This is an optimization exercise on Yosys and OpenROAD, whose aim is small area and a short achievable clock period, not a production implementation.
In this exercise RTL edits were held to simulation tests only and were not proved equivalent to the original.
Power and IR drop assume default switching activity.

## alpha
==> flow/design.v (excerpt) <==
module CORE #(
    parameter DATA_WIDTH = 8
)
(
    input wire i_CLK,
    input wire i_RSTn,
    input wire [31:0] i_instr,
    input wire i_valid,
    input wire i_ready1,
    output reg o_ready,
    output wire [DATA_WIDTH-1:0] o_data1,
    output wire o_valid1
);
    wire [1:0] op  = i_instr[31:30];
    wire [4:0] rd  = i_instr[29:25];
    wire [4:0] rs0 = i_instr[24:20];
    wire [4:0] rs1 = i_instr[19:15];
    reg       alu_valid;         
    reg [4:0] pend_dest;         
    reg [1:0] alu_oper;
    reg [4:0] wb_dest;
    reg       last_alu_valid;
    reg       st_show;           
    reg       st_hold;           
    wire hazard = alu_valid && (pend_dest != 5'd0) &&
                  ((rs0 == pend_dest) || (rs1 == pend_dest));
    wire alu_ready = !st_hold;
    wire load = !st_show || (!st_hold && i_ready1);
    wire wen  = st_show && i_ready1;
    assign o_valid1 = st_show;
    always @(posedge i_CLK) begin
        pend_dest <= rd;
        alu_oper  <= op;
    end
    always @(posedge i_CLK)
        if (alu_valid && alu_ready)
            wb_dest <= pend_dest;
    always @(posedge i_CLK or negedge i_RSTn)
        if (!i_RSTn) begin
            o_ready        <= 1'b0;
            alu_valid      <= 1'b0;
            last_alu_valid <= 1'b0;
            st_show        <= 1'b0;
            st_hold        <= 1'b0;
        end else begin
            o_ready        <= !hazard;
            alu_valid      <= i_valid && !hazard && alu_ready;
            last_alu_valid <= alu_valid;
  ...
Settings: LEC_CHECK=0, CAP_MARGIN=20, CORE_MARGIN=2, CORE_UTILIZATION=40, CTS_BUF_LIST=sky130_fd_sc_hd__clkbuf_16, CTS_CLUSTER_DIAMETER=100, CTS_CLUSTER_SIZE=24, PLACE_DENSITY=0.75, SETUP_SLACK_MARGIN=3.8, SLEW_MARGIN=20, SYNTH_HIERARCHICAL=1, TNS_END_PERCENT=100; clock period 7.5 ns.
standard.sh (not shown) runs the stock make flow with config.mk's settings and CLKGATE_MAP_FILE= SYNTH_SCRIPT=/design/flow/synth_recipe.tcl, a recipe that flattens the netlist after the stock synthesis.
==> flow/flow/run.sh <==
#!/bin/bash
# The standard layout, except that the input and output port buffers are
# sky130_fd_sc_hd__buf_2 cells (buffer_ports otherwise picks a slow delay cell);
# timing repair resizes them like any other cell.
set -euo pipefail
export BUFFER_PORTS_ARGS="-buffer_cell sky130_fd_sc_hd__buf_2"
bash standard.sh > standard.log 2>&1
Changes in beta relative to alpha:
# alpha
export LEC_CHECK = 0
export CAP_MARGIN = 20
export CORE_MARGIN = 2
export CORE_UTILIZATION = 40
export CTS_BUF_LIST = sky130_fd_sc_hd__clkbuf_16
export CTS_CLUSTER_DIAMETER = 100
export CTS_CLUSTER_SIZE = 24
export PLACE_DENSITY = 0.75
export SETUP_SLACK_MARGIN = 3.8
export SLEW_MARGIN = 20
export SYNTH_HIERARCHICAL = 1
export TNS_END_PERCENT = 100
create_clock -name core_clock -period 7.5 [get_ports {i_CLK}]
# beta
export LEC_CHECK = 0
export CAP_MARGIN = 20
export CORE_MARGIN = 2
export CORE_UTILIZATION = 40
export CTS_BUF_LIST = sky130_fd_sc_hd__clkbuf_16
export CTS_CLUSTER_DIAMETER = 100
export CTS_CLUSTER_SIZE = 24
export SETUP_SLACK_MARGIN = 3.8
export SLEW_MARGIN = 20
export SYNTH_HIERARCHICAL = 1
export TNS_END_PERCENT = 100
create_clock -name core_clock -period 7.5 [get_ports {i_CLK}]
==> run summary <==
- beta has required time of the critical path below what alpha had.
- Worst setup slack: beta > alpha
- beta vs. alpha: number of clock-tree buffers in the layout went up by 3.
- beta -> alpha: number of non-filler instances in the completed layout flat
- Fraction of area in non-clock buffers down 0.19 points in beta wrt alpha
- Total iterations of the first detailed-routing run: alpha vs beta, no meaningful difference
- On wire length after detailed routing, beta does better than alpha.
- Summary of beta over alpha: reported leakage power increased by 0.30% relative to the old numbers; final-layout setup total negative slack closely matched the old numbers.
Setup changes, beta to gamma
# beta
export LEC_CHECK = 0
export CAP_MARGIN = 20
export CORE_MARGIN = 2
export CORE_UTILIZATION = 40
export CTS_BUF_LIST = sky130_fd_sc_hd__clkbuf_16
export CTS_CLUSTER_DIAMETER = 100
export CTS_CLUSTER_SIZE = 24
export SETUP_SLACK_MARGIN = 3.8
export SLEW_MARGIN = 20
export SYNTH_HIERARCHICAL = 1
export TNS_END_PERCENT = 100
create_clock -name core_clock -period 7.5 [get_ports {i_CLK}]
# gamma
export LEC_CHECK = 0
export CAP_MARGIN = 20
export CORE_MARGIN = 2
export CORE_UTILIZATION = 40
export CTS_BUF_LIST = sky130_fd_sc_hd__clkbuf_16
export CTS_CLUSTER_DIAMETER = 100
export CTS_CLUSTER_SIZE = 24
export PLACE_DENSITY = 0.85
export SETUP_SLACK_MARGIN = 3.8
export SLEW_MARGIN = 20
export SYNTH_HIERARCHICAL = 1
export TNS_END_PERCENT = 100
create_clock -name core_clock -period 7.5 [get_ports {i_CLK}]
Results
Changes observed in gamma relative to beta: fraction of standard cell area in multi-input logic increased 0.29 points; switching power decreased 3.3%; number of input and output port buffers inserted essentially unchanged.
> inputs changed (gamma -> delta)
# gamma
export LEC_CHECK = 0
export CAP_MARGIN = 20
export CORE_MARGIN = 2
export CORE_UTILIZATION = 40
export CTS_BUF_LIST = sky130_fd_sc_hd__clkbuf_16
export CTS_CLUSTER_DIAMETER = 100
export CTS_CLUSTER_SIZE = 24
export PLACE_DENSITY = 0.85
export SETUP_SLACK_MARGIN = 3.8
export SLEW_MARGIN = 20
export SYNTH_HIERARCHICAL = 1
export TNS_END_PERCENT = 100
create_clock -name core_clock -period 7.5 [get_ports {i_CLK}]
# delta
export LEC_CHECK = 0
export CAP_MARGIN = 20
export CORE_MARGIN = 2
export CORE_UTILIZATION = 40
export CTS_BUF_LIST = sky130_fd_sc_hd__clkbuf_16
export CTS_CLUSTER_DIAMETER = 100
export CTS_CLUSTER_SIZE = 24
export SETUP_SLACK_MARGIN = 3.8
export SLEW_MARGIN = 20
export SYNTH_HIERARCHICAL = 1
export TNS_END_PERCENT = 5
create_clock -name core_clock -period 7.5 [get_ports {i_CLK}]
==> comparison <==
The final layout from delta, which completed every stage, passed the timing, DRC and antenna checks at the end of the flow. Between gamma and delta, detailed-routed wire length on met2 is lower for delta, gamma comes in above that. Taking gamma as the reference, in delta relative max-transition margin up 1.6 points; quantity of hold-fixing buffers added after cts was more or less identical. Placement-stage worst setup slack: higher on gamma.

[afterwards: timing with drivers on the ports]
The flow's constraints put no driver on any port. The routed layouts listed below were extracted and timed again, unchanged, in two steps.
Step 1 (the two cells are an assumption about what drives the block):
set clk [get_ports {i_CLK}]
set_driving_cell -lib_cell sky130_fd_sc_hd__clkbuf_16 $clk
set_driving_cell -lib_cell sky130_fd_sc_hd__buf_2 [delete_from_list [all_inputs] $clk]
Step 2 also shifts input and output timing later by t, the mid clock arrival at the registers, as if the neighbouring blocks saw the same clock.
a / b / c = ideal ports / drivers / drivers and shift; a / b = the first two.
run	t, ns	slack for setup (ns)	pins driven straight from the clock port
alpha	0.549	3.836 / 3.797 / 3.319	1
beta	0.558	3.848 / 3.797 / 3.323	1
gamma	0.540	3.861 / 3.843 / 3.346	1
delta	0.558	3.785 / 3.789 / 3.243	1
After both steps setup and hold are still met in every run listed. For delta, which loses most, drivers alone change the setup slack by +0.004 ns; drivers and shift together by -0.542 ns.
